Source: an optimization exercise on an open RTL-to-GDS flow (aim: small area). Production flows keep margins and buffers that such runs may drop.
RTL that was checked went through simulation tests only; none was proved equivalent to the original.
The RTL of runs 6 and 7 was laid out without a check of its function.
No activity file was given, so power comes from the tool's default toggle rates.

===== flow/run.sh =====
#!/bin/bash
# The standard layout (standard.sh) with three changes:
#  - synthesis uses ORFS's own scripts unchanged except ABC's area script,
#    which maps for area only (amap) instead of map with buffering and
#    sizing for delay; registers are mapped exactly as the standard
#    synthesis maps them (dfflibmap runs before ABC);
#  - each port gets a single buf_1 buffer;
#  - the clock tree is built from clkbuf_4 cells without dummy loads.
# Each tool's output goes to its own log file in this folder.
set -euo pipefail
rm -rf scripts_local
cp -r "$FLOW_HOME/scripts" scripts_local
printf 'strash\ndch -f\namap\ntopo\n' > scripts_local/abc_area.script
SCRIPTS_DIR="$PWD/scripts_local" bash standard.sh synth > synth.log 2>&1
export BUFFER_PORTS_ARGS="-buffer_cell sky130_fd_sc_hd__buf_1"
export CTS_ARGS="-sink_clustering_enable -repair_clock_nets -dont_use_dummy_load -buf_list {sky130_fd_sc_hd__clkbuf_4} -sink_clustering_size 10 -sink_clustering_max_diameter 40"
bash standard.sh > standard.log 2>&1

===== standard.sh =====
#!/bin/bash
# synth_recipe.tcl (not shown) runs the flow's synth.tcl, then flattens the netlist and writes it again
# the make line also repeats each setting of config.mk as NAME=value (left out here)
make -C /OpenROAD-flow-scripts/flow DESIGN_CONFIG=/design/flow/config.mk WORK_HOME=/design/flow/orfs CLKGATE_MAP_FILE= SYNTH_SCRIPT=/design/flow/synth_recipe.tcl "${@:-finish}"

===== config.mk =====
export PLATFORM = sky130hd
export DESIGN_NAME = lpf_cascade
export DESIGN_NICKNAME = lpf_cascade
export VERILOG_FILES = /design/flow/design.v
export SDC_FILE = /design/flow/constraint.sdc
export NUM_CORES = 4
export LEC_CHECK = 0
export ABC_AREA = 1
export CAP_MARGIN = 20
export CORE_MARGIN = 2
export CORE_UTILIZATION = 65
export GPL_ROUTABILITY_DRIVEN = 0
export GPL_TIMING_DRIVEN = 0
export PLACE_DENSITY = 0.8
export SLEW_MARGIN = 20

===== constraint.sdc =====
create_clock -name core_clock -period 10.0 [get_ports {clk}]
set_input_delay 2.0000 -clock core_clock [delete_from_list [all_inputs] [get_ports {clk}]]
set_output_delay 2.0000 -clock core_clock [all_outputs]
set_load 0.01 [all_outputs]

===== design.v =====
module lpf_stage_sub	(	in,
				w,
				v,
				k,
				d);
input	[19:0]	in;
input	[19:0]	w;
input	[19:0]	v;
input	[3:0]	k;
output	[20:0]	d;
wire	[20:0]	cs;
wire	[19:0]	s;
wire	[20:0]	a;
wire	[14:0]	keep;
wire	[20:0]	nvm;
wire	[21:0]	cd;
assign cs[0] = 1'b0;
genvar j;
generate
	for (j = 0; j < 20; j = j + 1) begin : g_s
		assign s[j] = in[j] ^ w[j] ^ cs[j];
		assign cs[j+1] = (in[j] & w[j]) | (cs[j] & (in[j] ^ w[j]));
	end
	for (j = 0; j < 15; j = j + 1) begin : g_m
		assign keep[j] = (k <= j);
	end
endgenerate
assign a = {s[19], s[19], s[19:1]};
assign nvm = ~{v[19], v[19:15], v[14:0] & keep};
assign cd[0] = 1'b1;
generate
	for (j = 0; j < 21; j = j + 1) begin : g_d
		assign d[j] = a[j] ^ nvm[j] ^ cd[j];
		assign cd[j+1] = (a[j] & nvm[j]) | (cd[j] & (a[j] ^ nvm[j]));
	end
endgenerate
endmodule
module lpf_stage_acc	(	v,
				d,
				k,
				en,
				vn);
input	[19:0]	v;
input	[20:0]	d;
input	[3:0]	k;
input		en;
output	[19:0]	vn;
wire signed	[20:0]	ds = d;
wire	[20:0]	shf = ds >>> k;
wire	[19:0]	sh = shf[19:0] & {20{en}};
wire	[20:0]	c;
assign c[0] = 1'b0;
genvar j;
generate
	for (j = 0; j < 20; j = j + 1) begin : g_v
		assign vn[j] = v[j] ^ sh[j] ^ c[j];
		assign c[j+1] = (v[j] & sh[j]) | (c[j] & (v[j] ^ sh[j]));
	end
endgenerate
endmodule
module lpf_cascade	(	clk,
				rst,
				sample_clk,
				k,
				vin,
				vout,
				vout_valid);
input		clk;
input		rst;
input		sample_clk;
input	[3:0]	k;
input	[13:0]	vin;
output	[19:0]	vout;
output		vout_valid;
reg		sample_clk_old;
reg	[13:0]	vin_h;
reg	[3:0]	k_h;
reg	[2:0]	ph;
reg	[1:0]	clr_n;
reg		pend;
reg		run;
reg		run2;
reg	[19:0]	V0, V1, V2, V3, V4;
reg	[19:0]	W0, W1, W2, W3, W4;
reg		d20;
wire		sample = sample_clk & !sample_clk_old;
wire		ph4 = (ph == 3'd4);
wire		clr = (clr_n != 2'd0);
wire	[19:0]	x = {vin_h, 6'b000000};
wire	[19:0]	in = ph4 ? x : V1;
wire	[19:0]	in2 = (run2 & (ph == 3'd0)) ? x : V0;
wire	[20:0]	d;
wire	[19:0]	vn;
lpf_stage_sub	SUB	(	.in(in),
				.w(W0),
				.v(V0),
				.k(k_h),
				.d(d));
lpf_stage_acc	ACC	(	.v(V4),
				.d({d20, W4}),
				.k(k_h),
				.en(run2),
				.vn(vn));
assign vout = V3;
assign vout_valid = run & (ph == 3'd2);
always @(posedge clk) begin
	sample_clk_old <= sample_clk & !rst;
	if (sample) begin
		vin_h <= vin;
		k_h <= k;
	end
	if (rst) begin
		ph <= 3'd2;
		clr_n <= 2'd2;
		pend <= 1'b0;
		run <= 1'b0;
		run2 <= 1'b0;
	end else begin
		ph <= ph4 ? 3'd0 : ph + 3'd1;
		if (ph4) begin
			if (clr)
				clr_n <= clr_n - 2'd1;
			run <= (pend | sample) & (clr_n[1] == 1'b0);
			pend <= (pend | sample) & clr_n[1];
		end else begin
			pend <= pend | sample;
		end
		run2 <= run;
	end
	d20 <= d[20];
	V0 <= V1;
	V1 <= V2;
	V2 <= V3;
	V3 <= (rst | clr) ? 20'd0 : vn;
	V4 <= V0;
	W0 <= W1;
	W1 <= W2;
	W2 <= W3;
	W3 <= (run2 | clr) ? in2 : W4;
	W4 <= run ? d[19:0] : W0;
end
endmodule

==> flow_metrics.env, run 1 <==
export IMPL_gr_total_overflow=0
export IMPL_die_h_um=114
export IMPL_cts_buffers_inserted=27
export IMPL_synth_seq_cells=228
export IMPL_r2r_slack_ns=0.30
export IMPL_htreeDepth=1
export IMPL_use_met1_pct=33.8
export IMPL_layout_commonest_cell="dfxtp_1"
export IMPL_ctsRootBufferMaster="clkbuf_4"
export IMPL_min_path_type="flip-flop to flip-flop"
export IMPL_port_buffers=41
export IMPL_outcome="complete, no violations"
export IMPL_syn_to_final_growth_pct=8.80
export IMPL_clkSinkCount=228
export IMPL_path_common_cell="fa_1"
export IMPL_power_density_nw_per_um2=167
export IMPL_rows=40
export IMPL_setup_ws_ns=0.301
export IMPL_dieWidth_um=114
export IMPL_power_frac_clock_pct=27.3
export IMPL_netSwitchingFraction_pct=23.1
export IMPL_grt_usage_pct=25.5
export IMPL_grt_busiest_layer="met2"
export IMPL_place_ws_ns=-1.53
export IMPL_diodes=0
export IMPL_routedWlPerCell_um=18.4
export IMPL_slew_headroom_pct=41.9
export IMPL_r2r_cells=32
export IMPL_clockBufferDepth=3
export IMPL_critPathKind="flip-flop to flip-flop"
export IMPL_drt_iter0_markers=491
export IMPL_seqPwrFrac_pct=66.9
export IMPL_top_level_ports=42
export IMPL_hold_buffers=0
export IMPL_initial_core_util_pct=65.8
export IMPL_fin_crit_ns=9.70
export IMPL_grt_pass1_vias=5257
export IMPL_rsz0062_at_grt="no"
export IMPL_final_period_utilization_pct=97.0
export IMPL_p_comb_share_pct=5.8
export IMPL_seq_area_um2=4750
export IMPL_ir_drop_uv=123
export IMPL_hpwl_um=10500
export IMPL_endpoint_kind="flip-flop"
export IMPL_ant_nets=0
export IMPL_fmaxAchievable_mhz=103
export IMPL_max_cap_violations=0
export IMPL_syn_num_nets=726
export IMPL_internal_power_w=0.00109
export IMPL_slew_violations=0
export IMPL_hold_ws_ns=0.312
export IMPL_ys_seq_area_share_pct=60.7
export IMPL_final_cell_mix="209 x dfxtp_1, 76 x nor2_1, 55 x fa_1, 45 x clkinv_1, 41 x buf_1"
export IMPL_fin_util_pct=71.6
export IMPL_antenna_found_initial=0
export IMPL_worst_path_largest_cell_delay_ns=0.51
export IMPL_tns_ns=0
export IMPL_worstSetupStartpointType="flip-flop"
export IMPL_postSynthAreaPerCell_um2=12.1
export IMPL_multi_input_comb_area_um2=2910
export IMPL_vias_per_cell=5.84
export IMPL_die_area_um2=12900
export IMPL_arrival_ns=10.23
export IMPL_required_ns=10.53
export IMPL_synthCells=644
export IMPL_p_leak_nw=3.24
export IMPL_drcViolationCount=0
export IMPL_finalHoldViolCount=0
export IMPL_fill_cells=854
export IMPL_ys_types=27
export IMPL_cts_tree="built"
export IMPL_met3_usage_pct=5.21
export IMPL_cp_num_cells=32
export IMPL_holdPathStages=0
export IMPL_path_max_fanout=9
export IMPL_critPathBufInv=7
export IMPL_p_switching_w=0.000328
export IMPL_grt_first_pass_wirelength_um=26000
export IMPL_final_setup_viol_count=0
export IMPL_slowest_stage="fa_1"
export IMPL_fin_nets=808
export IMPL_globalRouteMet2Util_pct=42.2
export IMPL_grt_max_degree=36
export IMPL_vias=5087
export IMPL_skew_ns=0.0374
export IMPL_fp_coreArea_um2=11900
export IMPL_syn_cell_area_um2=7810
export IMPL_tightest_slew_ns=0.870
export IMPL_synth_warnings=1
export IMPL_routed_wl_um=16100
export IMPL_drtPass1Iterations=5
export IMPL_drive_gt1_share_pct=6.91
export IMPL_clk_pin_slew_ns=0.10
export IMPL_clk_latency_ns=0.64
export IMPL_cpLargestDelayFamily="adder cells"
-- logic make-up (layout without fill, tap and decap cells) --
family / after synthesis / after routing / synth area share, %
flops: 228 / 228 / 60.7
compound gates: 143 / 143 / 12.5
fa+ha+maj: 61 / 61 / 15.1
simple gates: 163 / 164 / 9.36
buf+inv: 49 / 128 / 2.36
-- Yosys cell counts, drive strengths merged --
master	count	share of area [%]
or3	8	0.64
dfxtp	210	54
nor2	78	3.7
a222oi	1	0.13
nor2b	26	2.1
o21a	11	1.1
clkinv	49	2.4
ha	6	0.96
edfxtp	18	6.9
a22o	2	0.22
o21ai	6	0.38
a32o	6	0.77
a221oi	1	0.11
o221ai	1	0.11
o22a	22	2.5
and3	5	0.40
o22ai	40	3.2
a22oi	5	0.48
a21oi	26	1.7
nor3	5	0.32
a211oi	6	0.58
nor4	1	0.080
a31oi	15	1.2
fa	55	14
a21boi	1	0.096
or2	5	0.40
nand2	35	1.7
-- layer usage --
metal  routed length, µm  share of wire, %
met2                7720                48
met4                 593               3.7
met3                1080               6.7
met5                   0                 0
met1                6670                42
-- through the flow --
step	power, W	area, µm²	std cells
after floorplan	0.00102	7810	644
after global placement	0.00104	8150	832
after detailed placement	0.00105	8180	834
after CTS	0.00142	8430	866
after global routing	0.00147	8500	871
final	0.00142	8500	871
-- repair_timing --
| item | 4_1_cts | 5_1_grt |
|---|---|---|
| endpoints found under the setup margin | 9 | 3 |
| buffers inserted | 4 | 5 |
| resized for setup | 6 | 7 |
| pin swaps | 1 | 0 |
| cloned | 1 | 0 |
-- power groups by stage --
stage / clock network, W / registers (W) / logic, W
2_1_floorplan: 0 / 0.000969 / 0.0000521
3_3_place_gp: 0 / 0.000973 / 0.0000675
3_5_place_dp: 0 / 0.000974 / 0.0000711
4_1_cts: 0.000393 / 0.000952 / 0.0000766
5_1_grt: 0.000431 / 0.000953 / 0.0000899
6_report: 0.000389 / 0.000951 / 0.0000823
-- worst reg2reg max path, delay by kind of cell (launching register included) --
family          cells  cell delay (ns)
fa+ha+maj          22             8.06
buf+inv             7             0.74
compound gates      1             0.17
flops               1             0.33
simple gates        2             0.34
-- sequential cells by signal, indices dropped and copies added, names as in the netlist --
signal and count:
k_h 4, W4 20, sample_clk_old 1, W0 20
V1 20, run 1, vin_h 14, W1 20
V3 20, d20 1, clr_n 2, V2 20
V4 20, V0 20, ph 3, W3 20
W2 20, run2 1, pend 1
-- final timing paths --
check	start	to
worst max-delay path	ph[0]	W4[19]
worst min-delay path	V2[12]	V1[12]
worst max register to register	ph[0]	W4[19]
worst min register to register	V2[12]	V1[12]
-- layout make-up --
type / instances / area share (%)
flip-flops and latches: 228 / 55.9
multi-input cells: 368 / 34.3
repair buffers: 52 / 2.96
clock buffers: 27 / 2.39
inverters: 49 / 2.34
well taps: 147 / 2.16
==> run 2, diff against run 1 <==
--- a/config.mk
+++ b/config.mk
@@ -8,8 +8,8 @@
 export ABC_AREA = 1
 export CAP_MARGIN = 20
 export CORE_MARGIN = 2
-export CORE_UTILIZATION = 65
+export CORE_UTILIZATION = 55
 export GPL_ROUTABILITY_DRIVEN = 0
 export GPL_TIMING_DRIVEN = 0
-export PLACE_DENSITY = 0.8
+export PLACE_DENSITY = 0.7
 export SLEW_MARGIN = 20
==> run 2 against run 1 <==
Against the previous run: clock skew is 0.049 ns higher; hold slack got worse by 0.031 ns; sequential power is essentially flat; utilization down 10 points; critical path type unchanged; highest routed layer unchanged; non-clock buffer count grew 1; first-iteration DRC count is 32% lower; clock power rose by 3%; setup slack better by 0.12 ns; via count fell by 1.3%; maximum frequency is 1.3% higher.
==> flow_metrics.env, run 2 <==
export IMPL_grt_pass1_vias=5102
export IMPL_htreeDepth=1
export IMPL_finalHoldViolCount=0
export IMPL_synth_commonest_cells="210 x dfxtp_1, 78 x nor2_1, 55 x fa_1"
export IMPL_power_density_nw_per_um2=167
export IMPL_hpwl_um=10600
export IMPL_yosysMostFrequentCell="dfxtp_1"
export IMPL_syn_num_nets=726
export IMPL_slew_headroom_pct=34.3
export IMPL_drtPass1Iterations=7
export IMPL_syn_to_final_growth_pct=9.55
export IMPL_clk_latency_ns=0.67
export IMPL_slowest_stage="fa_1"
export IMPL_tightest_slew_ns=0.983
export IMPL_tns_ns=0
export IMPL_outcome="complete, no violations"
export IMPL_clockBufferDepth=3
export IMPL_rows=43
export IMPL_synth_async_reset_ratio_pct=0
export IMPL_cpLargestDelayFamily="adder cells"
export IMPL_ys_seq_area_share_pct=60.7
export IMPL_routed_wl_um=16000
export IMPL_syn_cell_area_um2=7810
export IMPL_ir_drop_uv=111
export IMPL_grt_usage_pct=22.2
export IMPL_synth_top_area_share_pct=53.8
export IMPL_r2r_end="W4[19]"
export IMPL_synth_area_top_cells="dfxtp_1 54%, fa_1 14%, edfxtp_1 6.9%"
export IMPL_min_path_type="flip-flop to flip-flop"
export IMPL_die_area_um2=15200
export IMPL_port_buffers=41
export IMPL_p_leak_nw=3.26
export IMPL_hold_buffers=0
export IMPL_synth_seq_cells=228
export IMPL_top_level_ports=42
export IMPL_rsz0062_at_grt="no"
export IMPL_diodes=0
export IMPL_final_period_utilization_pct=95.8
export IMPL_final_cell_mix="209 x dfxtp_1, 76 x nor2_1, 55 x fa_1, 43 x clkinv_1, 41 x buf_1"
export IMPL_grt_max_degree=36
export IMPL_initial_core_util_pct=56.3
export IMPL_max_cap_violations=0
export IMPL_synth_warnings=1
export IMPL_worst_path_largest_cell_delay_ns=0.50
export IMPL_path_max_fanout=9
export IMPL_fp_coreArea_um2=13900
export IMPL_routedWlPerCell_um=17.6
export IMPL_critPathBufInv=7
export IMPL_clkSinkCount=228
export IMPL_vias_per_cell=5.53
export IMPL_critPathKind="flip-flop to flip-flop"
export IMPL_fin_crit_ns=9.58
export IMPL_antenna_found_initial=0
export IMPL_fmaxAchievable_mhz=104
export IMPL_fin_nets=811
export IMPL_clk_pin_slew_ns=0.10
export IMPL_gr_total_overflow=0
export IMPL_cts_buffers_inserted=29
export IMPL_slew_violations=0
export IMPL_grt_first_pass_wirelength_um=25800
export IMPL_arrival_ns=10.10
export IMPL_required_ns=10.52
export IMPL_drcViolationCount=0
export IMPL_r2r_start="ph[0]"
export IMPL_r2r_cells=32
export IMPL_postSynthAreaPerCell_um2=12.1
export IMPL_endpoint_kind="flip-flop"
export IMPL_die_h_um=123
export IMPL_vias=5020
export IMPL_r2r_slack_ns=0.42
export IMPL_worstSetupStartpointType="flip-flop"
export IMPL_final_setup_viol_count=0
export IMPL_synth_main_ff_cell="dfxtp_1"
export IMPL_skew_ns=0.0866
export IMPL_ctsRootBufferMaster="clkbuf_4"
export IMPL_synthCells=644
export IMPL_fin_util_pct=61.6
export IMPL_holdPathStages=0
export IMPL_path_common_cell="fa_1"
export IMPL_cts_tree="built"
export IMPL_ys_types=27
export IMPL_min_delay_start="W3[18]"
export IMPL_yosysTopAreaCell="dfxtp_1"
export IMPL_min_to="W2[18]"
export IMPL_ant_nets=0
export IMPL_drive_gt1_share_pct=7.29
export IMPL_layout_commonest_cell="dfxtp_1"
export IMPL_dieWidth_um=123
export IMPL_synth_edf_count=18
export IMPL_drt_iter0_markers=332
## run 2: cell types whose count changed in the layout (fill, tap and decap cells not counted)
| cell | change |
|---|---|
| a21oi_2 | -1 |
| a211oi_2 | -1 |
| inv_2 | +2 |
| a211oi_1 | +1 |
| buf_8 | +1 |
| a21oi_1 | +1 |
| buf_4 | +1 |
| clkinv_1 | -2 |
| clkbuf_4 | +2 |
| buf_6 | -1 |
## run 2: how the worst max path moves through the flow
| stage | from | end | slack [ns] | cells past startpoint |
|---|---|---|---|---|
| 6_report | ph[0] | W4[19] | 0.42 | 32 |
| 5_1_grt | ph[0] | W4[19] | 0.04 | 32 |
| 4_1_cts | ph[0] | W4[19] | 0.13 | 32 |
| 3_5_place_dp | ph[0] | W4[19] | -1.44 | 32 |
| 3_3_place_gp | ph[0] | W4[19] | -1.33 | 32 |
| 2_1_floorplan | ph[0] | W4[19] | 0.25 | 32 |
## run 2: cell type report
class,count,area (µm²)
fill,1111,5330
inverter,49,199
clock buffer,29,218
sequential,228,4750
multi-input combinational,368,2910
timing repair buffer,53,263
tap,180,225
## run 2: worst register-to-register path, delay by kind of cell, from the launching register on
| kind | cells | cell delay, ns |
|---|---|---|
| buffers and inverters | 7 | 0.63 |
| AND/OR/NAND/NOR | 2 | 0.26 |
| AO/OA/AOI/OAI | 1 | 0.16 |
| flip-flops | 1 | 0.34 |
| adder cells (fa/ha/maj) | 22 | 8.04 |
## run 2: report_power, final
group | internal (W) | switching (W) | total, W
Combinational | 0.0000316 | 0.0000499 | 0.0000815
Sequential | 0.000938 | 0.0000123 | 0.000951
Clock | 0.000133 | 0.000267 | 0.000400
## run 2: layer usage
layer | GRT usage (%) | wire, µm | up-vias
met5 | 0 | 0 | -
met3 | 4.47 | 904 | 52
met1 | 29.1 | 6870 | 2405
li1 | - | - | 2381
met2 | 36.5 | 7660 | 182
met4 | 7.95 | 541 | 0
## run 2: what timing repair did
item,in CTS,in global routing
resized for setup,6,7
gates cloned,1,0
buffers inserted,4,5
pin swaps,1,1
setup endpoints to repair,9,4
## run 2: stage by stage
step	cell area (µm²)	hold slack (ns)	std cells	setup slack, ns	power, W
after floorplan	7810	0.310	644	0.250	0.00102
after global placement	8190	0.310	865	-1.33	0.00104
after detailed placement	8220	0.312	867	-1.44	0.00105
after CTS	8490	0.286	901	0.129	0.00144
after global routing	8560	0.299	907	0.0391	0.00149
final	8560	0.280	907	0.423	0.00143
## run 2: logic make-up after synthesis
| kind of cell | synth area share [%] |
|---|---|
| buffers and inverters | 2.36 |
| flip-flops | 60.7 |
| AO/OA/AOI/OAI | 12.5 |
| adder cells (fa/ha/maj) | 15.1 |
| AND/OR/NAND/NOR | 9.36 |
==> run 3, diff against run 2 <==
--- a/flow/run.sh
+++ b/flow/run.sh
@@ -10,7 +10,7 @@
 set -euo pipefail
 rm -rf scripts_local
 cp -r "$FLOW_HOME/scripts" scripts_local
-printf 'strash\ndch -f\namap\ntopo\n' > scripts_local/abc_area.script
+printf 'strash\ndch\namap -F 4 -A 8\ntopo\n' > scripts_local/abc_area.script
 SCRIPTS_DIR="$PWD/scripts_local" bash standard.sh synth > synth.log 2>&1
 export BUFFER_PORTS_ARGS="-buffer_cell sky130_fd_sc_hd__buf_1"
 export CTS_ARGS="-sink_clustering_enable -repair_clock_nets -dont_use_dummy_load -buf_list {sky130_fd_sc_hd__clkbuf_4} -sink_clustering_size 10 -sink_clustering_max_diameter 40"
==> run 3 against run 2 <==
Against the previous run: clock power down 1%; global-route usage down 0.32 points; critical path depth up 1; utilization down 0.33 points; sequential share of layout area up 0.72 points; sequential power down 1%; clock skew down 0.042 ns; register-to-register slack worse by 0.05 ns; via count down 0.76%; maximum frequency down 0.48%; critical endpoint unchanged; highest routed layer unchanged.
==> flow_metrics.env, run 3 <==
export IMPL_outcome="complete, no violations"
export IMPL_p_leak_nw=3.08
export IMPL_yosysTopAreaCell="dfxtp_1"
export IMPL_layout_commonest_cell="dfxtp_1"
export IMPL_tightest_slew_ns=0.994
export IMPL_top_level_ports=42
export IMPL_fin_nets=790
export IMPL_rows=43
export IMPL_internal_power_w=0.00108
export IMPL_arrival_ns=10.12
export IMPL_slew_violations=0
export IMPL_critPathBufInv=7
export IMPL_vias_per_cell=5.62
export IMPL_drive_gt1_share_pct=7.65
export IMPL_setup_ws_ns=0.376
export IMPL_dieWidth_um=122
export IMPL_grt_first_pass_wirelength_um=25400
export IMPL_r2r_slack_ns=0.38
export IMPL_grt_max_degree=37
export IMPL_tns_ns=0
export IMPL_endpoint_kind="flip-flop"
export IMPL_syn_num_nets=704
export IMPL_cp_num_cells=33
export IMPL_grt_pass1_vias=5149
export IMPL_ys_types=25
export IMPL_final_setup_viol_count=0
export IMPL_synth_area_top_cells="dfxtp_1 55%, fa_1 14%, edfxtp_1 7.0%"
export IMPL_synthCells=622
export IMPL_synth_seq_cells=228
export IMPL_clk_latency_ns=0.65
export IMPL_fmaxAchievable_mhz=104
export IMPL_cts_tree="built"
export IMPL_r2r_end="W4[19]"
export IMPL_yosysMostFrequentCell="dfxtp_1"
export IMPL_drt_iter0_markers=394
export IMPL_skew_ns=0.0446
export IMPL_place_ws_ns=-1.41
export IMPL_max_cap_violations=0
export IMPL_antenna_found_initial=1
export IMPL_seqPwrFrac_pct=67.1
export IMPL_drcViolationCount=0
export IMPL_fp_coreArea_um2=13800
export IMPL_synth_edf_count=18
export IMPL_cts_buffers_inserted=28
export IMPL_r2r_cells=33
export IMPL_crit_path_start="ph[0]"
export IMPL_vias=4982
export IMPL_finalHoldViolCount=0
export IMPL_final_cell_mix="210 x dfxtp_1, 66 x o22ai_1, 55 x fa_1, 46 x clkinv_1, 44 x nor2_1"
export IMPL_synthMuxAreaShare_pct=0
export IMPL_ys_seq_area_share_pct=61.6
export IMPL_cpLargestDelayFamily="adder cells"
export IMPL_path_max_fanout=19
export IMPL_fin_crit_ns=9.62
export IMPL_hpwl_um=10500
export IMPL_synth_top_area_share_pct=54.6
export IMPL_netSwitchingFraction_pct=22.7
export IMPL_routed_wl_um=15800
export IMPL_power_frac_clock_pct=28.3
export IMPL_syn_cell_area_um2=7700
export IMPL_routedWlPerCell_um=17.8
export IMPL_rsz0062_at_grt="no"
export IMPL_drtPass1Iterations=9
export IMPL_slew_headroom_pct=33.3
export IMPL_die_h_um=122
export IMPL_path_common_cell="fa_1"
export IMPL_synth_commonest_cells="210 x dfxtp_1, 67 x o22ai_1, 55 x fa_1"
export IMPL_p_comb_share_pct=4.6
export IMPL_critPathKind="flip-flop to flip-flop"
export IMPL_synth_top_family_by_area="adder cells"
export IMPL_htreeDepth=1
export IMPL_worst_path_largest_cell_delay_ns=0.49
export IMPL_ant_nets=0
export IMPL_yosys_area_share_simple_pct=6.75
export IMPL_worstSetupStartpointType="flip-flop"
export IMPL_initial_core_util_pct=55.9
export IMPL_min_path_type="flip-flop to flip-flop"
export IMPL_ir_drop_uv=125
export IMPL_clockBufferDepth=3
export IMPL_synth_async_reset_ratio_pct=0
export IMPL_final_period_utilization_pct=96.2
export IMPL_power_density_nw_per_um2=165
export IMPL_clk_pin_slew_ns=0.10
export IMPL_cp_endpoint="W4[19]"
export IMPL_die_area_um2=15000
export IMPL_postSynthAreaPerCell_um2=12.4
export IMPL_required_ns=10.49
export IMPL_slowest_stage="fa_1"
export IMPL_syn_to_final_growth_pct=9.72
export IMPL_clkSinkCount=228
export IMPL_r2r_start="ph[0]"
export IMPL_synthAdderAreaFrac_pct=15.3
export IMPL_p_switching_w=0.000316
export IMPL_hold_buffers=0
export IMPL_synth_main_ff_cell="dfxtp_1"
export IMPL_synth_compound_area_share_pct=13.7
export IMPL_synth_xor_area_share_pct=0
export IMPL_grt_usage_pct=21.8
export IMPL_ctsRootBufferMaster="clkbuf_4"
export IMPL_synth_warnings=1
export IMPL_port_buffers=41
export IMPL_gr_total_overflow=0
-- run 3: cell types whose count changed after synthesis, sizes merged, moves of 7 or more --
cell / delta
a21oi: -8
a31oi: -15
nor2: -32
o21a: -7
o21ai: +32
o22a: -14
o22ai: +27
or3: -8
-- run 3: routing by layer --
metal	global-route usage (%)	routed length, µm
met5	0	0
met4	6.97	376
met3	3.44	976
met2	36.2	7520
met1	29.7	6880
-- run 3: how the worst min path moves through the flow --
stage / end / depth (start not counted) / start / slack, ns
after floorplan: V1[0] / 0 / V2[0] / 0.31
after global placement: W0[2] / 0 / W1[2] / 0.31
after detailed placement: W0[3] / 0 / W1[3] / 0.31
after CTS: W1[13] / 0 / W2[13] / 0.30
after global routing: W1[13] / 0 / W2[13] / 0.30
final: W1[13] / 0 / W2[13] / 0.30
-- run 3: logic make-up after synthesis --
| group | after synthesis |
|---|---|
| AND/OR/NAND/NOR | 116 |
| adder cells (fa/ha/maj) | 61 |
| buffers and inverters | 53 |
| flip-flops | 228 |
| AO/OA/AOI/OAI | 164 |
-- run 3: layout make-up --
type / instances / area [µm²]
inverter: 53 / 218
timing repair inverter: 1 / 5.00
sequential: 228 / 4740
multi-input combinational: 342 / 2780
tap: 180 / 225
clock buffer: 28 / 210
timing repair buffer: 54 / 259
antenna: 1 / 2.50
fill: 1136 / 5330
-- run 3: what timing repair did --
| action | in CTS | in global routing |
|---|---|---|
| setup endpoints to repair | 8 | 4 |
| gates cloned | 1 | 1 |
| pin swaps | 1 | 0 |
| gates resized for setup | 5 | 8 |
| buffers inserted | 2 | 9 |
-- run 3: through the flow --
step / utilization, % / hold WS (ns) / std cells / total power (W) / instance area, µm²
global placement: 58.6 / 0.310 / 843 / 0.00101 / 8080
floorplan: - / 0.310 / 622 / 0.000995 / 7700
detailed placement: 58.8 / 0.312 / 845 / 0.00101 / 8100
finish: 61.3 / 0.304 / 887 / 0.00140 / 8440
CTS: 60.6 / 0.304 / 876 / 0.00140 / 8350
global route: 61.3 / 0.304 / 887 / 0.00145 / 8440
-- run 3: power groups by stage --
stage | registers [W] | clock network (W) | logic, W
2_1_floorplan | 0.000957 | 0 | 0.0000376
3_3_place_gp | 0.000960 | 0 | 0.0000509
3_5_place_dp | 0.000960 | 0 | 0.0000533
4_1_cts | 0.000939 | 0.000408 | 0.0000567
5_1_grt | 0.000938 | 0.000445 | 0.0000700
6_report | 0.000937 | 0.000395 | 0.0000640
==> run 4, diff against run 3 <==
--- a/config.mk
+++ b/config.mk
@@ -8,8 +8,8 @@
 export ABC_AREA = 1
 export CAP_MARGIN = 20
 export CORE_MARGIN = 2
-export CORE_UTILIZATION = 55
+export CORE_UTILIZATION = 65
 export GPL_ROUTABILITY_DRIVEN = 0
 export GPL_TIMING_DRIVEN = 0
-export PLACE_DENSITY = 0.7
+export PLACE_DENSITY = 0.8
 export SLEW_MARGIN = 20
==> run 4 against run 3 <==
Against the previous run: design area decreased by 0.36%; highest routed layer unchanged; die area shrank 15%; register-to-register slack got worse by 0.04 ns; flip-flop and latch count unchanged; setup slack worse by 0.036 ns; sequential power is essentially flat; sequential share of layout area is 0.20 points higher; largest cell class unchanged; non-clock buffer count is 2 higher; hold slack better by 0.0096 ns; critical endpoint is now V3[19]; utilization rose by 12 points; critical path type unchanged; cell count decreased by 4.1%; wire length increased by 0.13%.
==> flow_metrics.env, run 4 <==
export IMPL_slowest_stage="edfxtp_1"
export IMPL_routed_wl_um=15800
export IMPL_ir_drop_uv=131
export IMPL_synth_xor_area_share_pct=0
export IMPL_synthMuxAreaShare_pct=0
export IMPL_endpoint_kind="flip-flop"
export IMPL_synthAdderAreaFrac_pct=15.3
export IMPL_synth_async_reset_ratio_pct=0
export IMPL_drive_gt1_share_pct=8.19
export IMPL_r2r_cells=28
export IMPL_yosys_area_share_simple_pct=6.75
export IMPL_vias=5050
export IMPL_clk_latency_ns=0.63
export IMPL_grt_pass1_vias=5225
export IMPL_slew_headroom_pct=34.4
export IMPL_synthCells=622
export IMPL_clk_pin_slew_ns=0.10
export IMPL_synth_compound_area_share_pct=13.7
export IMPL_synth_top_family_by_area="adder cells"
export IMPL_fin_util_pct=73.4
export IMPL_hpwl_um=10500
export IMPL_yosysMostFrequentCell="dfxtp_1"
export IMPL_vias_per_cell=5.93
export IMPL_synth_edf_count=18
export IMPL_min_path_type="flip-flop to flip-flop"
export IMPL_grt_max_degree=37
export IMPL_fin_nets=792
export IMPL_r2r_slack_ns=0.34
export IMPL_ys_types=25
export IMPL_fin_crit_ns=9.66
export IMPL_r2r_end="V3[19]"
export IMPL_ys_seq_area_share_pct=61.6
export IMPL_grt_usage_pct=25.5
export IMPL_diodes=0
export IMPL_fp_coreArea_um2=11500
export IMPL_p_leak_nw=3.09
export IMPL_path_common_cell="fa_1"
export IMPL_tightest_slew_ns=0.978
export IMPL_finalHoldViolCount=0
export IMPL_hold_buffers=0
export IMPL_holdPathStages=0
export IMPL_rows=39
export IMPL_crit_path_start="k_h[0]"
export IMPL_slew_violations=0
export IMPL_r2r_start="k_h[0]"
export IMPL_synth_top_area_share_pct=54.6
export IMPL_rsz0062_at_grt="no"
export IMPL_clkSinkCount=228
export IMPL_skew_ns=0.0340
export IMPL_synth_area_top_cells="dfxtp_1 55%, fa_1 14%, edfxtp_1 7.0%"
export IMPL_gr_total_overflow=0
export IMPL_htreeDepth=1
export IMPL_drt_iter0_markers=715
export IMPL_syn_to_final_growth_pct=9.33
export IMPL_outcome="complete, no violations"
export IMPL_port_buffers=41
export IMPL_worstSetupStartpointType="flip-flop"
export IMPL_worst_path_largest_cell_delay_ns=0.54
export IMPL_ant_nets=0
export IMPL_final_setup_viol_count=0
export IMPL_yosysTopAreaCell="dfxtp_1"
export IMPL_die_area_um2=12700
export IMPL_fmaxAchievable_mhz=104
export IMPL_critPathKind="flip-flop to flip-flop"
export IMPL_min_delay_start="V2[13]"
export IMPL_final_period_utilization_pct=96.6
export IMPL_top_level_ports=42
export IMPL_path_max_fanout=10
export IMPL_antenna_found_initial=0
export IMPL_finalPower_w=0.00139
export IMPL_max_cap_violations=0
export IMPL_synth_commonest_cells="210 x dfxtp_1, 67 x o22ai_1, 55 x fa_1"
export IMPL_cts_buffers_inserted=28
export IMPL_arrival_ns=10.19
export IMPL_routedWlPerCell_um=18.5
export IMPL_drcViolationCount=0
export IMPL_layout_commonest_cell="dfxtp_1"
export IMPL_grt_first_pass_wirelength_um=25600
export IMPL_synth_main_ff_cell="dfxtp_1"
export IMPL_ctsRootBufferMaster="clkbuf_4"
export IMPL_final_cell_mix="210 x dfxtp_1, 66 x o22ai_1, 55 x fa_1, 46 x clkinv_1, 44 x nor2_1"
export IMPL_synth_warnings=1
export IMPL_hold_ws_ns=0.313
export IMPL_required_ns=10.53
export IMPL_initial_core_util_pct=67.1
export IMPL_cts_tree="built"
export IMPL_syn_num_nets=704
export IMPL_power_density_nw_per_um2=166
export IMPL_clockBufferDepth=3
export IMPL_syn_cell_area_um2=7700
export IMPL_synth_seq_cells=228
export IMPL_tns_ns=0
export IMPL_min_to="V1[13]"
export IMPL_dieWidth_um=113
export IMPL_drtPass1Iterations=7
export IMPL_die_h_um=113
export IMPL_postSynthAreaPerCell_um2=12.4
run 4: cell counts after synthesis:
Identical to the previous run, type by type.
run 4: cell families (layout without fill, tap and decap cells):
group / Yosys count / count (layout)
and+or+nand+nor: 116 / 117
adders and majority gates: 61 / 61
DFF: 228 / 228
buffers and inverters: 53 / 138
AOI/OAI and AO/OA: 164 / 164
run 4: repair_timing:
| action | 4_1_cts | 5_1_grt |
|---|---|---|
| setup endpoints to repair | 8 | 4 |
| buffers inserted | 2 | 11 |
| gates cloned | 1 | 1 |
| gates resized for setup | 5 | 9 |
| pin swaps | 1 | 0 |
run 4: critical path: cells and delay by family, from the launching register on:
kind	cells	cell delay [ns]
adder cells (fa/ha/maj)	19	7.42
AO/OA/AOI/OAI	5	1.08
flip-flops	1	0.54
buffers and inverters	1	0.26
AND/OR/NAND/NOR	3	0.26
run 4: how the worst max path moves through the flow:
stage / end / slack [ns] / cells past startpoint
final: V3[19] / 0.34 / 28
after global routing: V3[19] / 0.01 / 29
after CTS: V3[19] / 0.05 / 29
after floorplan: W4[19] / 0.25 / 33
after global placement: W4[19] / -1.17 / 33
after detailed placement: W4[19] / -1.37 / 33
run 4: final cells by class:
type	count	area [µm²]
clock buffers	28	210
fillers	785	3050
inverters	53	218
well taps	143	179
flip-flops and latches	228	4740
repair inverters	1	5.00
multi-input cells	342	2790
repair buffers	56	270
run 4: stage by stage:
stage | setup slack [ns] | std cells | instance area, µm²
after global placement | -1.17 | 806 | 8030
after floorplan | 0.252 | 622 | 7700
after CTS | 0.0548 | 839 | 8300
final | 0.341 | 851 | 8410
after detailed placement | -1.37 | 808 | 8060
after global routing | 0.00960 | 851 | 8410
run 4: routing by layer:
metal	vias to the layer above	GRT usage, %	routed length, µm
met5	-	0	0
met4	0	9.19	642
met3	64	4.28	1160
met2	255	42.8	7470
met1	2386	33.9	6500
li1	2345	-	-
run 4: power breakdown:
| group | total, W | leakage [nW] | switching, W | internal (W) |
|---|---|---|---|---|
| sequential | 0.000938 | 1.86 | 0.00000942 | 0.000929 |
| combinational | 0.0000646 | 1.09 | 0.0000417 | 0.0000229 |
| clock | 0.000392 | 0.129 | 0.000263 | 0.000128 |
| total | 0.00139 | 3.09 | 0.000314 | 0.00108 |
==> run 5, diff against run 4 <==
--- a/design.v
+++ b/design.v
@@ -75,7 +75,7 @@
 reg		sample_clk_old;
 reg	[13:0]	vin_h;
 reg	[3:0]	k_h;
-reg	[2:0]	ph;
+reg	[4:0]	ph;
 reg	[1:0]	clr_n;
 reg		pend;
 reg		run;
@@ -84,11 +84,11 @@
 reg	[19:0]	W0, W1, W2, W3, W4;
 reg		d20;
 wire		sample = sample_clk & !sample_clk_old;
-wire		ph4 = (ph == 3'd4);
+wire		ph4 = ph[4];
 wire		clr = (clr_n != 2'd0);
 wire	[19:0]	x = {vin_h, 6'b000000};
 wire	[19:0]	in = ph4 ? x : V1;
-wire	[19:0]	in2 = (run2 & (ph == 3'd0)) ? x : V0;
+wire	[19:0]	in2 = (run2 & ph[0]) ? x : V0;
 wire	[20:0]	d;
 wire	[19:0]	vn;
 lpf_stage_sub	SUB	(	.in(in),
@@ -102,7 +102,7 @@
 				.en(run2),
 				.vn(vn));
 assign vout = V3;
-assign vout_valid = run & (ph == 3'd2);
+assign vout_valid = run & ph[2];
 always @(posedge clk) begin
 	sample_clk_old <= sample_clk & !rst;
 	if (sample) begin
@@ -110,13 +110,13 @@
 		k_h <= k;
 	end
 	if (rst) begin
-		ph <= 3'd2;
+		ph <= 5'b00100;
 		clr_n <= 2'd2;
 		pend <= 1'b0;
 		run <= 1'b0;
 		run2 <= 1'b0;
 	end else begin
-		ph <= ph4 ? 3'd0 : ph + 3'd1;
+		ph <= {ph[3:0], ph[4]};
 		if (ph4) begin
 			if (clr)
 				clr_n <= clr_n - 2'd1;
--- a/config.mk
+++ b/config.mk
@@ -8,8 +8,8 @@
 export ABC_AREA = 1
 export CAP_MARGIN = 20
 export CORE_MARGIN = 2
-export CORE_UTILIZATION = 65
+export CORE_UTILIZATION = 55
 export GPL_ROUTABILITY_DRIVEN = 0
 export GPL_TIMING_DRIVEN = 0
-export PLACE_DENSITY = 0.8
+export PLACE_DENSITY = 0.7
 export SLEW_MARGIN = 20
==> run 5 against run 4 <==
Against the previous run: area after synthesis grew 0.55%; register-to-register slack gained 0.04 ns; clock skew grew 0.015 ns; utilization shrank 13 points; power grew 0.66%; largest power group unchanged; highest routed layer unchanged.
==> flow_metrics.env, run 5 <==
export IMPL_clkSinkCount=230
export IMPL_synthCells=627
export IMPL_endpoint_kind="flip-flop"
export IMPL_synth_edf_count=18
export IMPL_max_cap_violations=0
export IMPL_met3_usage_pct=4.23
export IMPL_synth_area_top_cells="dfxtp_1 55%, fa_1 14%, edfxtp_1 7.0%"
export IMPL_vias=4899
export IMPL_path_max_fanout=21
export IMPL_layout_commonest_cell="dfxtp_1"
export IMPL_worstSetupStartpointType="flip-flop"
export IMPL_slew_violations=0
export IMPL_synth_top_area_share_pct=54.8
export IMPL_initial_core_util_pct=56.0
export IMPL_final_period_utilization_pct=96.2
export IMPL_hold_ws_ns=0.303
export IMPL_vias_per_cell=5.57
export IMPL_port_buffers=41
export IMPL_use_met1_pct=30.6
export IMPL_synth_seq_cells=230
export IMPL_ctsRootBufferMaster="clkbuf_4"
export IMPL_fmaxAchievable_mhz=104
export IMPL_gr_total_overflow=0
export IMPL_die_area_um2=15000
export IMPL_drt_iter0_markers=450
export IMPL_dieWidth_um=123
export IMPL_grt_first_pass_wirelength_um=25300
export IMPL_ys_seq_area_share_pct=61.8
export IMPL_drcViolationCount=0
export IMPL_fin_util_pct=60.7
export IMPL_yosysTopAreaCell="dfxtp_1"
export IMPL_routed_wl_um=15400
export IMPL_slew_headroom_pct=35.5
export IMPL_synth_main_ff_cell="dfxtp_1"
export IMPL_critPathKind="flip-flop to flip-flop"
export IMPL_cts_tree="built"
export IMPL_hold_buffers=0
export IMPL_ys_types=27
export IMPL_ir_drop_uv=94.9
export IMPL_fp_coreArea_um2=13800
export IMPL_slowest_stage="edfxtp_1"
export IMPL_top_level_ports=42
export IMPL_tns_ns=0
export IMPL_outcome="complete, no violations"
export IMPL_globalRouteMet2Util_pct=34.8
export IMPL_tightest_slew_ns=0.962
export IMPL_path_common_cell="fa_1"
export IMPL_holdPathStages=0
export IMPL_die_h_um=123
export IMPL_syn_cell_area_um2=7740
export IMPL_power_density_nw_per_um2=167
export IMPL_clk_latency_ns=0.65
export IMPL_synth_async_reset_ratio_pct=0
export IMPL_diodes=0
export IMPL_cts_buffers_inserted=29
export IMPL_min_path_type="flip-flop to flip-flop"
export IMPL_yosysMostFrequentCell="dfxtp_1"
export IMPL_worst_path_largest_cell_delay_ns=0.46
export IMPL_drtPass1Iterations=5
export IMPL_syn_to_final_growth_pct=8.42
export IMPL_fin_nets=781
export IMPL_synth_commonest_cells="212 x dfxtp_1, 59 x clkinv_1, 55 x fa_1"
export IMPL_clockBufferDepth=3
export IMPL_grt_busiest_layer="met2"
export IMPL_grt_pass1_vias=5036
export IMPL_fin_crit_ns=9.62
export IMPL_postSynthAreaPerCell_um2=12.3
export IMPL_rsz0062_at_grt="yes"
export IMPL_arrival_ns=10.16
export IMPL_routedWlPerCell_um=17.5
export IMPL_ant_nets=0
export IMPL_r2r_cells=31
export IMPL_hpwl_um=10700
export IMPL_final_cell_mix="211 x dfxtp_1, 55 x clkinv_1, 55 x fa_1, 45 x nor2_1, 43 x o22ai_1"
export IMPL_skew_ns=0.0485
export IMPL_drive_gt1_share_pct=5.86
export IMPL_grt_usage_pct=21.7
export IMPL_finalHoldViolCount=0
export IMPL_final_setup_viol_count=0
export IMPL_p_leak_nw=3.13
export IMPL_antenna_found_initial=0
export IMPL_clk_pin_slew_ns=0.10
export IMPL_syn_num_nets=706
export IMPL_grt_max_degree=37
export IMPL_final_cells=880
export IMPL_rows=43
export IMPL_synth_warnings=1
export IMPL_placedCellCount=849
export IMPL_required_ns=10.55
export IMPL_htreeDepth=1
-- run 5: layer usage --
layer	vias to the layer above	part of all wire [%]
met5	-	0
met4	0	1.6
met3	29	5.4
met2	167	48
met1	2388	45
li1	2315	-
-- run 5: path summary, 6_finish.rpt --
kind                            endpoint  slack, ns   start
worst max register to register    V3[19]       0.38  k_h[0]
worst min-delay path               W0[2]       0.30   W1[2]
worst min register to register     W0[2]       0.30   W1[2]
worst max-delay path              V3[19]       0.38  k_h[0]
-- run 5: report_power, final --
group / switching, W / internal, W / total [W]
clock: 0.000268 / 0.000133 / 0.000400
sequential: 0.00000976 / 0.000938 / 0.000947
combinational: 0.0000375 / 0.0000184 / 0.0000559
total: 0.000315 / 0.00109 / 0.00140
-- run 5: cells by family (layout without fill, tap and decap cells) --
kind of cell / after synthesis / count (layout) / share of synthesized area (%)
buf+inv: 59 / 132 / 2.86
fa+ha+maj: 58 / 58 / 14.7
simple gates: 119 / 119 / 6.86
compound gates: 161 / 161 / 13.7
flops: 230 / 230 / 61.8
-- run 5: worst max-delay path, delay by kind of cell (launching register included) --
kind / cells / cell delay, ns
fa+ha+maj: 19 / 7.11
compound gates: 6 / 1.32
flops: 1 / 0.46
buf+inv: 3 / 0.42
simple gates: 3 / 0.18
-- run 5: repair_timing --
| action | in CTS | in global routing |
|---|---|---|
| pin swaps | 0 | 0 |
| resized for setup | 5 | 5 |
| setup endpoints to repair | 6 | 3 |
| buffers inserted | 1 | 1 |
| gates cloned | 0 | 0 |
-- run 5: through the flow --
step	setup slack [ns]	total power, W	instance area, µm²
after global routing	-0.0233	0.00146	8390
after CTS	0.0896	0.00142	8370
final	0.384	0.00140	8390
after floorplan	0.578	0.00100	7740
after detailed placement	-0.914	0.00102	8130
after global placement	-0.806	0.00102	8120
-- run 5: area by class of cell --
cell class,instances,area (µm²)
fillers,1111,5440
flip-flops and latches,230,4790
multi-input cells,338,2750
inverters,59,233
well taps,180,225
clock buffers,29,218
repair buffers,44,180
==> run 6, diff against run 5 <==
==> design.v (replaced) <==
module lpf_stage_sub	(	in_n,
				w_n,
				v,
				k,
				d_n);
input	[19:0]	in_n;
input	[19:0]	w_n;
input	[19:0]	v;
input	[3:0]	k;
output	[20:0]	d_n;
wire	[20:1]	cs;
wire	[19:1]	s_n;
wire	[20:0]	a_n;
wire	[14:0]	keep;
wire	[20:0]	vm;
wire	[21:0]	ce;
assign cs[1] = in_n[0] | w_n[0];
genvar j;
generate
	for (j = 1; j < 20; j = j + 1) begin : g_s
		assign s_n[j] = in_n[j] ^ w_n[j] ^ cs[j];
		assign cs[j+1] = (in_n[j] & w_n[j]) | (cs[j] & (in_n[j] ^ w_n[j]));
	end
	for (j = 0; j < 15; j = j + 1) begin : g_m
		assign keep[j] = (k <= j);
	end
endgenerate
assign a_n = {s_n[19], s_n[19], s_n[19:1]};
assign vm = {v[19], v[19:15], v[14:0] & keep};
assign ce[0] = 1'b0;
generate
	for (j = 0; j < 21; j = j + 1) begin : g_d
		assign d_n[j] = a_n[j] ^ vm[j] ^ ce[j];
		assign ce[j+1] = (a_n[j] & vm[j]) | (ce[j] & (a_n[j] ^ vm[j]));
	end
endgenerate
endmodule
module lpf_stage_acc	(	v,
				d_n,
				k,
				en,
				vn);
input	[19:0]	v;
input	[20:0]	d_n;
input	[3:0]	k;
input		en;
output	[19:0]	vn;
wire signed	[20:0]	ds_n = d_n;
wire	[20:0]	shf_n = ds_n >>> k;
wire	[19:0]	sh = ~(shf_n[19:0] | {20{!en}});
wire	[20:0]	c;
assign c[0] = 1'b0;
genvar j;
generate
	for (j = 0; j < 20; j = j + 1) begin : g_v
		assign vn[j] = v[j] ^ sh[j] ^ c[j];
		assign c[j+1] = (v[j] & sh[j]) | (c[j] & (v[j] ^ sh[j]));
	end
endgenerate
endmodule
module lpf_cascade	(	clk,
				rst,
				sample_clk,
				k,
				vin,
				vout,
				vout_valid);
input		clk;
input		rst;
input		sample_clk;
input	[3:0]	k;
input	[13:0]	vin;
output	[19:0]	vout;
output		vout_valid;
reg		sample_clk_old;
reg	[13:0]	vin_h;
reg	[3:0]	k_h;
reg	[2:0]	ph;
reg	[1:0]	clr_n;
reg		pend;
reg		run;
reg		run2;
reg	[19:0]	V0, V1, V2, V3, V4;
reg	[19:0]	W0, W1, W2, W3, W4;
reg		d20_n;
wire		sample = sample_clk & !sample_clk_old;
wire		ph4 = (ph == 3'd4);
wire		clr = (clr_n != 2'd0);
wire	[19:0]	x = {vin_h, 6'b000000};
wire	[19:0]	in_n = ~(ph4 ? x : V1);
wire	[19:0]	in2_n = ~((run2 & (ph == 3'd0)) ? x : V0);
wire	[20:0]	d_n;
wire	[19:0]	vn;
lpf_stage_sub	SUB	(	.in_n(in_n),
				.w_n(W0),
				.v(V0),
				.k(k_h),
				.d_n(d_n));
lpf_stage_acc	ACC	(	.v(V4),
				.d_n({d20_n, W4}),
				.k(k_h),
				.en(run2),
				.vn(vn));
assign vout = V3;
assign vout_valid = run & (ph == 3'd2);
always @(posedge clk) begin
	sample_clk_old <= sample_clk & !rst;
	if (sample) begin
		vin_h <= vin;
		k_h <= k;
	end
	if (rst) begin
		ph <= 3'd2;
		clr_n <= 2'd2;
		pend <= 1'b0;
		run <= 1'b0;
		run2 <= 1'b0;
	end else begin
		ph <= ph4 ? 3'd0 : ph + 3'd1;
		if (ph4) begin
			if (clr)
				clr_n <= clr_n - 2'd1;
			run <= (pend | sample) & (clr_n[1] == 1'b0);
			pend <= (pend | sample) & clr_n[1];
		end else begin
			pend <= pend | sample;
		end
		run2 <= run;
	end
	d20_n <= d_n[20];
	V0 <= V1;
	V1 <= V2;
	V2 <= V3;
	V3 <= (rst | clr) ? 20'd0 : vn;
	V4 <= V0;
	W0 <= W1;
	W1 <= W2;
	W2 <= W3;
	W3 <= (run2 | clr) ? in2_n : W4;
	W4 <= run ? d_n[19:0] : W0;
end
endmodule
--- a/config.mk
+++ b/config.mk
@@ -8,8 +8,8 @@
 export ABC_AREA = 1
 export CAP_MARGIN = 20
 export CORE_MARGIN = 2
-export CORE_UTILIZATION = 55
+export CORE_UTILIZATION = 65
 export GPL_ROUTABILITY_DRIVEN = 0
 export GPL_TIMING_DRIVEN = 0
-export PLACE_DENSITY = 0.7
+export PLACE_DENSITY = 0.8
 export SLEW_MARGIN = 20
==> run 6 against run 5 <==
Against the previous run: still clean; power increased by 1.2%; non-clock buffer count increased by 13; critical path depth increased by 2.
==> flow_metrics.env, run 6 <==
export IMPL_top_level_ports=42
export IMPL_max_cap_violations=0
export IMPL_synth_commonest_cells="210 x dfxtp_1, 56 x fa_1, 54 x clkinv_1"
export IMPL_clk_latency_ns=0.64
export IMPL_drt_iter0_markers=410
export IMPL_postSynthAreaPerCell_um2=12.8
export IMPL_syn_num_nets=684
export IMPL_r2r_start="ph[0]"
export IMPL_hold_ws_ns=0.319
export IMPL_r2r_slack_ns=0.33
export IMPL_path_max_fanout=9
export IMPL_synthCells=601
export IMPL_dieWidth_um=113
export IMPL_initial_core_util_pct=66.9
export IMPL_grt_usage_pct=25.7
export IMPL_cp_endpoint="W4[19]"
export IMPL_placedCellCount=787
export IMPL_cts_buffers_inserted=27
export IMPL_yosysMostFrequentCell="dfxtp_1"
export IMPL_routed_wl_um=15800
export IMPL_outcome="complete, no violations"
export IMPL_port_buffers=41
export IMPL_fill_cells=807
export IMPL_endpoint_kind="flip-flop"
export IMPL_layout_commonest_cell="dfxtp_1"
export IMPL_min_path_type="flip-flop to flip-flop"
export IMPL_htreeDepth=1
export IMPL_synth_async_reset_ratio_pct=0
export IMPL_diodes=0
export IMPL_yosysTopAreaCell="dfxtp_1"
export IMPL_synth_top_area_share_pct=54.5
export IMPL_ir_drop_uv=141
export IMPL_finalPower_w=0.00142
export IMPL_grt_pass1_vias=5320
export IMPL_synth_main_ff_cell="dfxtp_1"
export IMPL_routedWlPerCell_um=19.1
export IMPL_ant_nets=0
export IMPL_die_area_um2=12700
export IMPL_required_ns=10.48
export IMPL_path_common_cell="fa_1"
export IMPL_r2r_cells=33
export IMPL_finalHoldViolCount=0
export IMPL_r2r_end="W4[19]"
export IMPL_ys_seq_area_share_pct=61.5
export IMPL_synth_edf_count=18
export IMPL_fin_area_um2=8440
export IMPL_antenna_found_initial=0
export IMPL_rsz0062_at_grt="no"
export IMPL_fmaxAchievable_mhz=103
export IMPL_ys_types=24
export IMPL_final_cells=829
export IMPL_tightest_slew_ns=0.880
export IMPL_drive_gt1_share_pct=8.89
export IMPL_critPathKind="flip-flop to flip-flop"
export IMPL_final_cell_mix="208 x dfxtp_1, 53 x o22ai_1, 53 x fa_1, 49 x clkinv_1, 41 x buf_1"
export IMPL_slowest_stage="fa_1"
export IMPL_fin_crit_ns=9.67
export IMPL_skew_ns=0.0349
export IMPL_synth_area_top_cells="dfxtp_1 55%, fa_1 15%, edfxtp_1 7.0%"
export IMPL_worst_path_largest_cell_delay_ns=0.50
export IMPL_clk_pin_slew_ns=0.11
export IMPL_drtPass1Iterations=17
export IMPL_setup_ws_ns=0.325
export IMPL_hold_buffers=0
export IMPL_ctsRootBufferMaster="clkbuf_4"
export IMPL_power_density_nw_per_um2=168
export IMPL_arrival_ns=10.16
export IMPL_fin_nets=771
export IMPL_grt_first_pass_wirelength_um=26000
export IMPL_drcViolationCount=0
export IMPL_final_period_utilization_pct=96.7
export IMPL_syn_to_final_growth_pct=9.50
export IMPL_hpwl_um=10800
export IMPL_fp_coreArea_um2=11500
export IMPL_crit_path_start="ph[0]"
export IMPL_cts_tree="built"
export IMPL_synth_seq_cells=228
export IMPL_gr_total_overflow=0
export IMPL_clkSinkCount=228
export IMPL_syn_cell_area_um2=7710
export IMPL_vias=4972
export IMPL_grt_max_degree=28
export IMPL_clockBufferDepth=3
export IMPL_worstSetupStartpointType="flip-flop"
export IMPL_slew_violations=0
export IMPL_vias_per_cell=6.00
export IMPL_die_h_um=113
export IMPL_place_area_um2=8070
export IMPL_rows=39
export IMPL_synth_warnings=1
export IMPL_slew_headroom_pct=41.0
export IMPL_place_ws_ns=-0.629
export IMPL_final_setup_viol_count=0
export IMPL_p_leak_nw=3.29
==> run 6: cell count changes after synthesis, moves of 5 or more <==
| cell | delta |
|---|---|
| nor2b_1 | -6 |
| o21a_1 | +11 |
| nand2_1 | -8 |
| o22a_1 | +13 |
| a21oi_1 | -9 |
| a22o_1 | +7 |
| o22ai_1 | +10 |
| o221ai_1 | +9 |
| nor2_1 | -5 |
| o21ai_0 | -29 |
| clkinv_1 | -5 |
| a22oi_1 | -8 |
==> run 6: how the worst min path moves through the flow <==
stage	startpoint	end	slack (ns)	depth (start not counted)
finish	V2[11]	V1[11]	0.32	0
global route	W3[8]	W2[8]	0.33	0
CTS	W3[3]	W2[3]	0.33	0
detailed placement	W3[3]	W2[3]	0.31	0
global placement	W3[9]	W2[9]	0.31	0
floorplan	V2[0]	V1[0]	0.31	0
==> run 6: metal layers <==
metal  vias to the layer above  share of wire, %  global-route usage, %
met2                       211                49                   43.3
met4                         0               3.6                   9.76
met3                        51               6.5                   4.50
li1                       2272                 -                      -
met1                      2438                41                   33.9
met5                         -                 0                      0
==> run 6: worst max-delay path, delay by kind of cell, from the launching register on <==
family	cells	cell delay, ns
fa+ha+maj	22	8.28
buf+inv	7	0.56
flops	1	0.35
simple gates	3	0.26
compound gates	1	0.08
==> run 6: final cells by class <==
class	instances	area, µm²	area share [%]
sequential	228	4750	56.2
multi-input combinational	319	2800	33.1
timing repair buffer	57	294	3.48
inverter	54	216	2.56
clock buffer	27	203	2.40
tap	143	179	2.12
timing repair inverter	1	5.00	0.0593
==> run 6: through the flow <==
stage	util (%)	setup TNS (ns)
after floorplan	-	0
after global placement	69.8	-1.97
after detailed placement	70.1	-1.55
after CTS	72.2	0
after global routing	73.3	0
final	73.3	0
==> run 6: logic make-up after synthesis <==
family | Yosys count | synth area share [%]
adders and majority gates | 62 | 15.5
DFF | 228 | 61.5
and+or+nand+nor | 100 | 5.71
AOI/OAI and AO/OA | 157 | 14.6
buffers and inverters | 54 | 2.63
==> run 6: where the power goes <==
part | switching [W] | leakage, nW | internal [W]
Sequential | 0.0000130 | 1.87 | 0.000941
Combinational | 0.0000475 | 1.30 | 0.0000306
Clock | 0.000264 | 0.124 | 0.000124
==> run 6: what timing repair did <==
item                                    4_1_cts  5_1_grt
cloned                                        1        0
endpoints found under the setup margin        5        4
hold endpoints to repair                      0        0
setup buffers                                 2       12
pin swaps                                     0        1
gates resized for setup                       7       11
==> run 7, diff against run 6 <==
--- a/config.mk
+++ b/config.mk
@@ -8,8 +8,8 @@
 export ABC_AREA = 1
 export CAP_MARGIN = 20
 export CORE_MARGIN = 2
-export CORE_UTILIZATION = 65
+export CORE_UTILIZATION = 55
 export GPL_ROUTABILITY_DRIVEN = 0
 export GPL_TIMING_DRIVEN = 0
-export PLACE_DENSITY = 0.8
+export PLACE_DENSITY = 0.7
 export SLEW_MARGIN = 20
==> run 7 against run 6 <==
Against the previous run: area after synthesis unchanged; critical path type unchanged; hold slack got worse by 0.035 ns; via count grew 0.88%; register-to-register slack got worse by 0.02 ns; sequential power about the same; utilization shrank 12 points; setup slack lost 0.025 ns; flip-flop and latch count stayed put; combinational power is essentially flat; die area is 18% higher; clock skew up 0.035 ns; first-iteration DRC count down 30%.
==> flow_metrics.env, run 7 <==
export IMPL_fmaxAchievable_mhz=103
export IMPL_synth_edf_count=18
export IMPL_synth_main_ff_cell="dfxtp_1"
export IMPL_cts_tree="built"
export IMPL_gr_total_overflow=0
export IMPL_clk_latency_ns=0.66
export IMPL_grt_usage_pct=23.1
export IMPL_slew_headroom_pct=39.7
export IMPL_power_density_nw_per_um2=169
export IMPL_yosysMostFrequentCell="dfxtp_1"
export IMPL_min_path_type="flip-flop to flip-flop"
export IMPL_seqPwrFrac_pct=66.7
export IMPL_endpoint_kind="flip-flop"
export IMPL_cpLargestDelayFamily="adder cells"
export IMPL_initial_core_util_pct=56.0
export IMPL_ys_types=24
export IMPL_ant_nets=0
export IMPL_slowest_stage="fa_1"
export IMPL_drtPass1Iterations=5
export IMPL_synth_top_area_share_pct=54.5
export IMPL_path_max_fanout=8
export IMPL_fp_coreArea_um2=13800
export IMPL_synth_seq_cells=228
export IMPL_fin_nets=773
export IMPL_synth_warnings=1
export IMPL_skew_ns=0.0697
export IMPL_routed_wl_um=16500
export IMPL_hpwl_um=11100
export IMPL_vias=5016
export IMPL_port_buffers=41
export IMPL_die_area_um2=15000
export IMPL_final_setup_viol_count=0
export IMPL_ctsRootBufferMaster="clkbuf_4"
export IMPL_worstSetupStartpointType="flip-flop"
export IMPL_min_delay_start="W1[19]"
export IMPL_vias_per_cell=5.78
export IMPL_worst_path_largest_cell_delay_ns=0.49
export IMPL_critPathKind="flip-flop to flip-flop"
export IMPL_finalHoldViolCount=0
export IMPL_tightest_slew_ns=0.903
export IMPL_die_h_um=122
export IMPL_final_cell_mix="208 x dfxtp_1, 53 x o22ai_1, 53 x fa_1, 49 x clkinv_1, 41 x buf_1"
export IMPL_ys_seq_area_share_pct=61.5
export IMPL_syn_to_final_growth_pct=10.1
export IMPL_layout_commonest_cell="dfxtp_1"
export IMPL_fin_util_pct=61.6
export IMPL_arrival_ns=10.23
export IMPL_top_level_ports=42
export IMPL_p_switching_w=0.000329
export IMPL_synth_commonest_cells="210 x dfxtp_1, 56 x fa_1, 54 x clkinv_1"
export IMPL_htreeDepth=1
export IMPL_yosysTopAreaCell="dfxtp_1"
export IMPL_postSynthAreaPerCell_um2=12.8
export IMPL_tns_ns=0
export IMPL_power_frac_clock_pct=27.9
export IMPL_clkSinkCount=228
export IMPL_rows=43
export IMPL_syn_num_nets=684
export IMPL_path_common_cell="fa_1"
export IMPL_routedWlPerCell_um=19.1
export IMPL_fin_crit_ns=9.70
export IMPL_r2r_start="ph[0]"
export IMPL_grt_first_pass_wirelength_um=26400
export IMPL_outcome="complete, no violations"
export IMPL_grt_pass1_vias=5164
export IMPL_p_leak_nw=3.30
export IMPL_clk_pin_slew_ns=0.10
export IMPL_drive_gt1_share_pct=9.16
export IMPL_fill_cells=1151
export IMPL_critPathBufInv=7
export IMPL_synth_area_top_cells="dfxtp_1 55%, fa_1 15%, edfxtp_1 7.0%"
export IMPL_internal_power_w=0.00110
export IMPL_diodes=0
export IMPL_netSwitchingFraction_pct=22.9
export IMPL_syn_cell_area_um2=7710
export IMPL_required_ns=10.53
export IMPL_drcViolationCount=0
export IMPL_synth_async_reset_ratio_pct=0
export IMPL_max_cap_violations=0
export IMPL_dieWidth_um=122
export IMPL_synthCells=601
export IMPL_crit_path_start="ph[0]"
export IMPL_clockBufferDepth=3
export IMPL_antenna_found_initial=0
export IMPL_drt_iter0_markers=289
export IMPL_slew_violations=0
export IMPL_ir_drop_uv=106
export IMPL_final_period_utilization_pct=97.0
export IMPL_p_comb_share_pct=5.4
export IMPL_cts_buffers_inserted=29
export IMPL_grt_max_degree=28
[run 7: cell counts after synthesis]
Identical to the previous run, type by type.
[run 7: worst paths after layout]
kind	slack (ns)	cells after the start	end
worst min register to register	0.28	0	W0[19]
worst max-delay path	0.30	33	W4[19]
worst min-delay path	0.28	0	W0[19]
worst max register to register	0.30	33	W4[19]
[run 7: timing repair]
item,CTS,global route
hold buffers,0,0
resized for setup,8,9
endpoints found under the setup margin,5,4
gates cloned,1,0
setup buffers,2,12
pin swaps,0,1
[run 7: cell families after synthesis]
kind of cell	Yosys count	synth area share, %
AND/OR/NAND/NOR	100	5.71
buffers and inverters	54	2.63
AO/OA/AOI/OAI	157	14.6
flip-flops	228	61.5
adder cells (fa/ha/maj)	62	15.5
[run 7: power groups by stage]
stage	registers, W	clock network (W)	logic (W)
2_1_floorplan	0.000973	0	0.0000475
3_3_place_gp	0.000977	0	0.0000632
3_5_place_dp	0.000978	0	0.0000676
4_1_cts	0.000957	0.000412	0.0000708
5_1_grt	0.000958	0.000449	0.0000859
6_report	0.000955	0.000400	0.0000780
[run 7: per-stage QoR]
step | hold slack (ns) | total power (W) | setup WS [ns] | instances | area, µm²
after global placement | 0.310 | 0.00104 | -0.803 | 822 | 8090
after CTS | 0.283 | 0.00144 | 0.0198 | 856 | 8380
after floorplan | 0.310 | 0.00102 | 0.453 | 601 | 7710
after detailed placement | 0.312 | 0.00105 | -0.583 | 824 | 8120
after global routing | 0.288 | 0.00149 | -0.00411 | 868 | 8490
final | 0.284 | 0.00143 | 0.301 | 868 | 8490
[run 7: layout make-up]
cell class | instances | area (µm²) | area share (%)
well taps | 180 | 225 | 2.65
repair buffers | 57 | 282 | 3.32
flip-flops and latches | 228 | 4750 | 55.9
clock buffers | 29 | 218 | 2.56
multi-input cells | 319 | 2800 | 32.9
inverters | 54 | 216 | 2.55
repair inverters | 1 | 5.00 | 0.0590
[run 7: per-layer routing]
layer,vias to the layer above,wire length (µm),global-route usage [%]
li1,2281,-,-
met1,2475,6890,29.9
met2,212,8020,38.1
met3,48,1090,4.69
met4,0,544,9.27
met5,-,0,0

[re-timing with driven ports]
No port has a modelled driver above. Below, the same layouts with a new extraction and two added sets of constraints.
Step 1, drivers: a clkbuf_16 drives clk and a buf_2 each remaining input, both assumed.
Step 2 also shifts input and output timing later by t, the mid clock arrival at the registers, as if the neighbouring blocks saw the same clock.
Slacks: ideal ports / drivers / drivers and shift; pairs: ideal ports / drivers.
run	t (ns)	setup slack, ns	worst register clock-pin slew, ns
run 1	0.657	0.301 / 0.301 / 0.301	0.11 / 0.11
run 2	0.665	0.423 / 0.423 / 0.423	0.10 / 0.10
run 3	0.663	0.376 / 0.376 / 0.376	0.11 / 0.11
run 4	0.654	0.341 / 0.341 / 0.341	0.10 / 0.10
run 5	0.656	0.384 / 0.384 / 0.384	0.11 / 0.11
run 6	0.653	0.325 / 0.325 / 0.325	0.11 / 0.11
run 7	0.664	0.301 / 0.301 / 0.301	0.11 / 0.11
After both steps every run listed still meets setup and hold.
